Background: an optimization exercise with open tools, aiming at small area. Do not read the settings as production practice. Function was checked by simulation only, so behaviour that the tests miss may differ from the original. No driver is modelled on the clock port, so clocking that relies on it looks cheaper here than on a real chip. Power and IR drop assume default switching activity.

## Ghostbox
module Ghostbox(i_clk, o_buzzer, i_uart_serial, i_mode, o_sel1, o_sel10, o_sel100, o_sevseg, i_rst);
clock: 80.0 ns
lec_check: 0
cap_margin: 20
core_margin: 2
core_utilization: 70
place_density: 0.85
slew_margin: 20
standard.sh (not shown) runs the stock make flow with config.mk's settings and CLKGATE_MAP_FILE= SYNTH_SCRIPT=/design/flow/synth_recipe.tcl, a recipe that flattens the netlist after the stock synthesis.
==> flow/flow/run.sh <==
#!/bin/bash
set -euo pipefail
R=$PWD/orfs/results/sky130hd/Ghostbox/base
LIB=$FLOW_HOME/platforms/sky130hd/lib/sky130_fd_sc_hd__tt_025C_1v80.lib
ABCSCRIPT=""; DEEPT=300; CLK_SLEW_LIMIT=0.112
export BUFFER_PORTS_ARGS="-buffer_cell sky130_fd_sc_hd__buf_1"
export CTS_ARGS="-sink_clustering_enable -repair_clock_nets -dont_use_dummy_load"
[ -f flow/params.sh ] && source flow/params.sh
bash standard.sh synth > synth.log 2>&1
cp "$R/1_2_yosys.v" std_1_2_yosys.v
ABCSCRIPT="$ABCSCRIPT" bash flow/reopt.sh std_1_2_yosys.v "$R/1_2_yosys.v" "$LIB" "$DEEPT" > reopt.log 2>&1
rm -f "$R/1_synth.odb" "$R/1_synth.sdc"
bash standard.sh cts > cts.log 2>&1
cp "$R/4_cts.odb" 4_cts_before_shrink.odb
CLK_LIB="$LIB" CLK_ODB_IN=4_cts_before_shrink.odb CLK_SDC="$R/4_cts.sdc" CLK_ODB_OUT="$R/4_cts.odb" \
  CLK_RC="$FLOW_HOME/platforms/sky130hd/setRC.tcl" CLK_SLEW_LIMIT=$CLK_SLEW_LIMIT CLK_ROOT=0 \
  openroad -no_init -exit flow/shrink_clk.tcl > shrink_clk.log 2>&1
bash standard.sh finish > layout.log 2>&1
==> flow/flow/params.sh <==
ABCSCRIPT="strash;dch;map -a;topo"
CTS_ARGS="-repair_clock_nets -dont_use_dummy_load"
==> flow/flow/reopt.sh <==
#!/bin/bash
# reopt.sh IN.v OUT.v LIB SECONDS : re-optimise the combinational logic of a mapped
# netlist with ABC deepsyn, keeping every flip-flop instance (name, cell, pins) as is.
set -euo pipefail
IN=$(realpath "$1"); OUT=$2; LIB=$3; T=${4:-120}
DU="sky130_fd_sc_hd__probe_p_8 sky130_fd_sc_hd__probec_p_8 sky130_fd_sc_hd__lpflow_bleeder_1 sky130_fd_sc_hd__lpflow_clkbufkapwr_1 sky130_fd_sc_hd__lpflow_clkbufkapwr_16 sky130_fd_sc_hd__lpflow_clkbufkapwr_2 sky130_fd_sc_hd__lpflow_clkbufkapwr_4 sky130_fd_sc_hd__lpflow_clkbufkapwr_8 sky130_fd_sc_hd__lpflow_clkinvkapwr_1 sky130_fd_sc_hd__lpflow_clkinvkapwr_16 sky130_fd_sc_hd__lpflow_clkinvkapwr_2 sky130_fd_sc_hd__lpflow_clkinvkapwr_4 sky130_fd_sc_hd__lpflow_clkinvkapwr_8 sky130_fd_sc_hd__lpflow_decapkapwr_12 sky130_fd_sc_hd__lpflow_decapkapwr_3 sky130_fd_sc_hd__lpflow_decapkapwr_4 sky130_fd_sc_hd__lpflow_decapkapwr_6 sky130_fd_sc_hd__lpflow_decapkapwr_8 sky130_fd_sc_hd__lpflow_inputiso0n_1 sky130_fd_sc_hd__lpflow_inputiso0p_1 sky130_fd_sc_hd__lpflow_inputiso1n_1 sky130_fd_sc_hd__lpflow_inputiso1p_1 sky130_fd_sc_hd__lpflow_inputisolatch_1 sky130_fd_sc_hd__lpflow_isobufsrc_1 sky130_fd_sc_hd__lpflow_isobufsrc_16 sky130_fd_sc_hd__lpflow_isobufsrc_2 sky130_fd_sc_hd__lpflow_isobufsrc_4 sky130_fd_sc_hd__lpflow_isobufsrc_8 sky130_fd_sc_hd__lpflow_isobufsrckapwr_16 sky130_fd_sc_hd__lpflow_lsbuf_lh_hl_isowell_tap_1 sky130_fd_sc_hd__lpflow_lsbuf_lh_hl_isowell_tap_2 sky130_fd_sc_hd__lpflow_lsbuf_lh_hl_isowell_tap_4 sky130_fd_sc_hd__lpflow_lsbuf_lh_isowell_4 sky130_fd_sc_hd__lpflow_lsbuf_lh_isowell_tap_1 sky130_fd_sc_hd__lpflow_lsbuf_lh_isowell_tap_2 sky130_fd_sc_hd__lpflow_lsbuf_lh_isowell_tap_4 sky130_fd_sc_hd__fill_1 sky130_fd_sc_hd__fill_2 sky130_fd_sc_hd__fill_4 sky130_fd_sc_hd__fill_8 sky130_fd_sc_hd__einvn_0 sky130_fd_sc_hd__einvn_1 sky130_fd_sc_hd__einvn_2 sky130_fd_sc_hd__einvn_4 sky130_fd_sc_hd__einvn_8 sky130_fd_sc_hd__einvp_1 sky130_fd_sc_hd__einvp_2 sky130_fd_sc_hd__einvp_4 sky130_fd_sc_hd__einvp_8 sky130_fd_sc_hd__ebufn_1 sky130_fd_sc_hd__ebufn_2 sky130_fd_sc_hd__ebufn_4 sky130_fd_sc_hd__ebufn_8"
DUA=""
for c in $DU; do DUA="$DUA -dont_use $c"; done
run_one() {
W=$1; S=$2
mkdir -p "$W"
echo "$S" | tr ';' '\n' > "$W/deep.abc"
cat > "$W/ff.v" <<EOF
(* blackbox *)
module sky130_fd_sc_hd__dfxtp_1(input CLK, input D, output Q);
endmodule
EOF
cat > "$W/reopt.ys" <<EOF
read_verilog -lib $W/ff.v
read_liberty -ignore_redef -ignore_miss_func $LIB
read_verilog $IN
hierarchy -top Ghostbox
flatten
opt_clean -purge
tee -o $W/before.txt stat -liberty $LIB
abc -liberty $LIB $DUA -script $W/deep.abc
read_liberty -lib -ignore_redef $LIB
opt_clean -purge
hilomap -singleton -hicell sky130_fd_sc_hd__conb_1 HI -locell sky130_fd_sc_hd__conb_1 LO
insbuf -buf sky130_fd_sc_hd__buf_4 A X
splitnets
opt_clean -purge
check -assert
tee -o $W/after.txt stat -liberty $LIB
write_verilog -noattr -nohex -nodec $W/out.v
EOF
yosys -q -l "$W/yosys.log" "$W/reopt.ys"
awk '/Chip area/ {print $NF}' "$W/after.txt" > "$W/area.txt"
}
# candidate scripts: deepsyn with different seeds, then different mappers
SCRIPTS=(
"strash;&get -n;&deepsyn -T $T -S 1;&put;dch -p;amap;topo"
"strash;&get -n;&deepsyn -T $T -S 2;&put;amap;topo"
"strash;&get -n;&deepsyn -T $T -S 3;&put;dc2;dch;amap;topo"
"strash;&get -n;&deepsyn -T $T -S 4;&put;dch;map -a;topo"
)
if [ -n "${ABCSCRIPT:-}" ]; then SCRIPTS=("$ABCSCRIPT"); fi
B=$(mktemp -d "$PWD/reopt.XXXX")
i=0
for S in "${SCRIPTS[@]}"; do
  run_one "$B/c$i" "$S" > "$B/c$i.log" 2>&1 &
  i=$((i+1))
done
wait
best=""; ba=""
for d in "$B"/c*/; do
  [ -s "$d/area.txt" ] || continue
  a=$(cat "$d/area.txt"); echo "candidate $d: $a ($(head -c 300 "$d/deep.abc" | tr '\n' ';'))"
  if [ -z "$ba" ] || awk "BEGIN{exit !($a < $ba)}"; then ba=$a; best=$d; fi
done
[ -n "$best" ] || { echo "no candidate"; exit 1; }
echo "best: $best $ba"
grep "Chip area" "$best/before.txt"
cp "$best/out.v" "$OUT"
==> flow/flow/shrink_clk.tcl <==
# Downsize clock tree buffers while every flip-flop clock pin keeps a small slew.
# Usage (env): CLK_LIB, CLK_ODB_IN, CLK_SDC, CLK_ODB_OUT, CLK_RC, CLK_SLEW_LIMIT (ns)
read_liberty $::env(CLK_LIB)
read_db $::env(CLK_ODB_IN)
read_sdc $::env(CLK_SDC)
source $::env(CLK_RC)
set limit $::env(CLK_SLEW_LIMIT)
proc worst_clk_slew {} {
  estimate_parasitics -placement
  set w 0
  foreach p [get_pins -hierarchical */CLK] {
    foreach k {slew_max_rise slew_max_fall} {
      set s [get_property $p $k]
      if {$s > $w} { set w $s }
    }
  }
  return $w
}
set bufs {}
set root {}
foreach inst [get_cells *] {
  set m [get_property $inst ref_name]
  if {[string match sky130_fd_sc_hd__clkbuf_* $m]} {
    if {[string match clkbuf_0_* [get_full_name $inst]]} { set root $inst } else { lappend bufs $inst }
  }
}
puts "start worst clock slew [worst_clk_slew]"
if {[info exists ::env(CLK_ROOT)] && $::env(CLK_ROOT)} { lappend bufs $root }
foreach inst $bufs {
  if {$inst == {}} continue
  set orig [get_property $inst ref_name]
  foreach cand {sky130_fd_sc_hd__clkbuf_2 sky130_fd_sc_hd__clkbuf_4} {
    if {$cand == $orig} break
    replace_cell $inst $cand
    set w [worst_clk_slew]
    if {$w <= $limit} {
      puts "[get_full_name $inst]: $orig -> $cand (worst $w)"
      set orig ""
      break
    }
    replace_cell $inst $orig
  }
}
puts "end worst clock slew [worst_clk_slew]"
write_db $::env(CLK_ODB_OUT)
The starting point passed the timing, design-rule and antenna checks.
Rerun with:
--- a/flow/flow/run.sh
+++ b/flow/flow/run.sh
@@ -5 +5 @@
-ABCSCRIPT=""; DEEPT=300; CLK_SLEW_LIMIT=0.112
+ABCSCRIPT=""; DEEPT=120; CLK_SLEW_LIMIT=0.112
--- a/flow/flow/reopt.sh
+++ b/flow/flow/reopt.sh
@@ -41,6 +41,6 @@
-SCRIPTS=(
-"strash;&get -n;&deepsyn -T $T -S 1;&put;dch -p;amap;topo"
-"strash;&get -n;&deepsyn -T $T -S 2;&put;amap;topo"
-"strash;&get -n;&deepsyn -T $T -S 3;&put;dc2;dch;amap;topo"
-"strash;&get -n;&deepsyn -T $T -S 4;&put;dch;map -a;topo"
-)
+SCRIPTS=()
+NSEED=${NSEED:-12}
+for s in $(seq 1 $NSEED); do
+  if [ $((s % 2)) -eq 1 ]; then M="dch -p;amap"; else M="amap"; fi
+  SCRIPTS+=("strash;&get -n;&deepsyn -T $T -S $s;&put;$M;topo")
+done
@@ -52,0 +53 @@
+  while [ "$(jobs -rp | wc -l)" -ge 4 ]; do sleep 2; done
removed: flow/flow/params.sh
Effect: The new run completed with no timing, DRC or antenna violations. Hold slack degrades by 0.013 ns. Final cell count decreases by 15%. Total power is lower by 20%. Wire length falls by 14%. Non-clock buffer count rises by 1. Die area went down by 8.8%. Clock power hardly moves. Worst setup slack improves by 0.36 ns. Clock skew drops by 0.0031 ns. Area after synthesis went down by 9.3%.
Rerun with:
--- a/flow/flow/run.sh
+++ b/flow/flow/run.sh
@@ -5 +5 @@
-ABCSCRIPT=""; DEEPT=120; CLK_SLEW_LIMIT=0.112
+ABCSCRIPT=""; DEEPT=300; CLK_SLEW_LIMIT=0.112
--- a/flow/flow/reopt.sh
+++ b/flow/flow/reopt.sh
@@ -41,6 +41,6 @@
-SCRIPTS=()
-NSEED=${NSEED:-12}
-for s in $(seq 1 $NSEED); do
-  if [ $((s % 2)) -eq 1 ]; then M="dch -p;amap"; else M="amap"; fi
-  SCRIPTS+=("strash;&get -n;&deepsyn -T $T -S $s;&put;$M;topo")
-done
+SCRIPTS=(
+"strash;&get -n;&deepsyn -T $T -S 1;&put;dch -p;amap;topo"
+"strash;&get -n;&deepsyn -T $T -S 2;&put;amap;topo"
+"strash;&get -n;&deepsyn -T $T -S 3;&put;dc2;dch;amap;topo"
+"strash;&get -n;&deepsyn -T $T -S 4;&put;dch;map -a;topo"
+)
@@ -53 +52,0 @@
-  while [ "$(jobs -rp | wc -l)" -ge 4 ]; do sleep 2; done
Utilization is lower by 0.32 points.
Maximum frequency shrinks by 0.65%.
Critical path depth drops by 3.
Clock skew is higher by 0.0056 ns.
Non-clock buffer count came out lower by 2.
Hold slack improved by 0.0065 ns.
Wire length goes down by 2.8%.
Clock-buffer cell count is unchanged.
Setup slack degrades by 0.12 ns.
First-iteration DRC count goes down by about 37%.
Rerun with:
==> flow/flow/params.sh (new file) <==
ABCSCRIPT="strash;dch;map -a;topo"
CTS_ARGS="-sink_clustering_enable -sink_clustering_size 30 -sink_clustering_max_diameter 100 -sink_clustering_levels 1 -repair_clock_nets -dont_use_dummy_load"
After rerunning: The new run finished clean. Final cell count increases by 19%. Global-route usage increases by 2.8 points. Register-to-register slack improves by 0.37 ns. Worst hold slack improves by 0.0063 ns. Critical path depth increases by 2.
Rerun with:
--- a/flow/flow/run.sh
+++ b/flow/flow/run.sh
@@ -5 +5 @@
-ABCSCRIPT=""; DEEPT=300; CLK_SLEW_LIMIT=0.112
+ABCSCRIPT=""; DEEPT=90; CLK_SLEW_LIMIT=0.112; export NSEED=20
--- a/flow/flow/reopt.sh
+++ b/flow/flow/reopt.sh
@@ -5 +5 @@
-IN=$(realpath "$1"); OUT=$2; LIB=$3; T=${4:-120}
+IN=$(realpath "$1"); OUT=$2; LIB=$3; T=${4:-120}; CT=${CONET:-$T}
@@ -12,0 +13 @@
+echo "$S" | sed "s/-T [0-9]*/-T $CT/" | tr ';' '\n' > "$W/cone.abc"
@@ -25,0 +27,4 @@
+select -set bcdff t:sky130_fd_sc_hd__dfxtp_1 n:*bcd* %i
+select -set cone @bcdff %ci*:-sky130_fd_sc_hd__dfxtp_1[Q] @bcdff %d
+abc -liberty $LIB $DUA -script $W/cone.abc @cone
+select -clear
@@ -41,6 +46,6 @@
-SCRIPTS=(
-"strash;&get -n;&deepsyn -T $T -S 1;&put;dch -p;amap;topo"
-"strash;&get -n;&deepsyn -T $T -S 2;&put;amap;topo"
-"strash;&get -n;&deepsyn -T $T -S 3;&put;dc2;dch;amap;topo"
-"strash;&get -n;&deepsyn -T $T -S 4;&put;dch;map -a;topo"
-)
+SCRIPTS=()
+NSEED=${NSEED:-12}
+for s in $(seq 1 $NSEED); do
+  if [ $((s % 2)) -eq 1 ]; then M="dch -p;amap"; else M="amap"; fi
+  SCRIPTS+=("strash;&get -n;&deepsyn -T $T -S $s;&put;$M;topo")
+done
@@ -52,0 +58 @@
+  while [ "$(jobs -rp | wc -l)" -ge 4 ]; do sleep 2; done
removed: flow/flow/params.sh
The new run completed without violations; total power drops by 20%; via count came out lower by 17%; sequential power is lower by 11%; die area drops by 9.4%; count of clock-buffer cells in the layout stays the same; synthesized area is lower by 9.9%; wire length falls by 13%; global-route usage went down by 0.63 points; combinational power drops by 84%.

## static timing again, ports no longer ideal
The results above use ideal ports. As a check the final layouts listed here were re-extracted and re-timed, cells and wires unchanged.
Step 1 (the two cells are an assumption about what drives the block):
set clk [get_ports {i_clk}]
set_driving_cell -lib_cell sky130_fd_sc_hd__clkbuf_16 $clk
set_driving_cell -lib_cell sky130_fd_sc_hd__buf_2 [delete_from_list [all_inputs] $clk]
Step 2 adds t to the input delays and takes it off the output delays; t is the mean of the earliest and latest rising clock arrival at the registers after step 1. Input paths then give back, and output paths get back, about the clock's delay inside the block.
Three values: ideal ports, drivers, drivers and shift; two values: the first two.
run	t, ns	setup WS [ns]	slew at the worst register clock pin (ns)	cell pins on the clock port's net
the first run	0.383	61.864 / 61.872 / 61.490	0.11 / 0.11	1
the second run	0.365	62.227 / 62.198 / 62.300	0.11 / 0.11	1
the third run	0.376	62.111 / 62.112 / 61.736	0.11 / 0.11	1
the fourth run	0.383	61.864 / 61.872 / 61.490	0.11 / 0.11	1
the fifth run	0.366	61.998 / 61.972 / 62.301	0.11 / 0.11	1
After both steps every run listed still meets setup and hold. For the third run, which loses most, drivers alone change the setup slack by +0.001 ns; drivers and shift together by -0.375 ns.
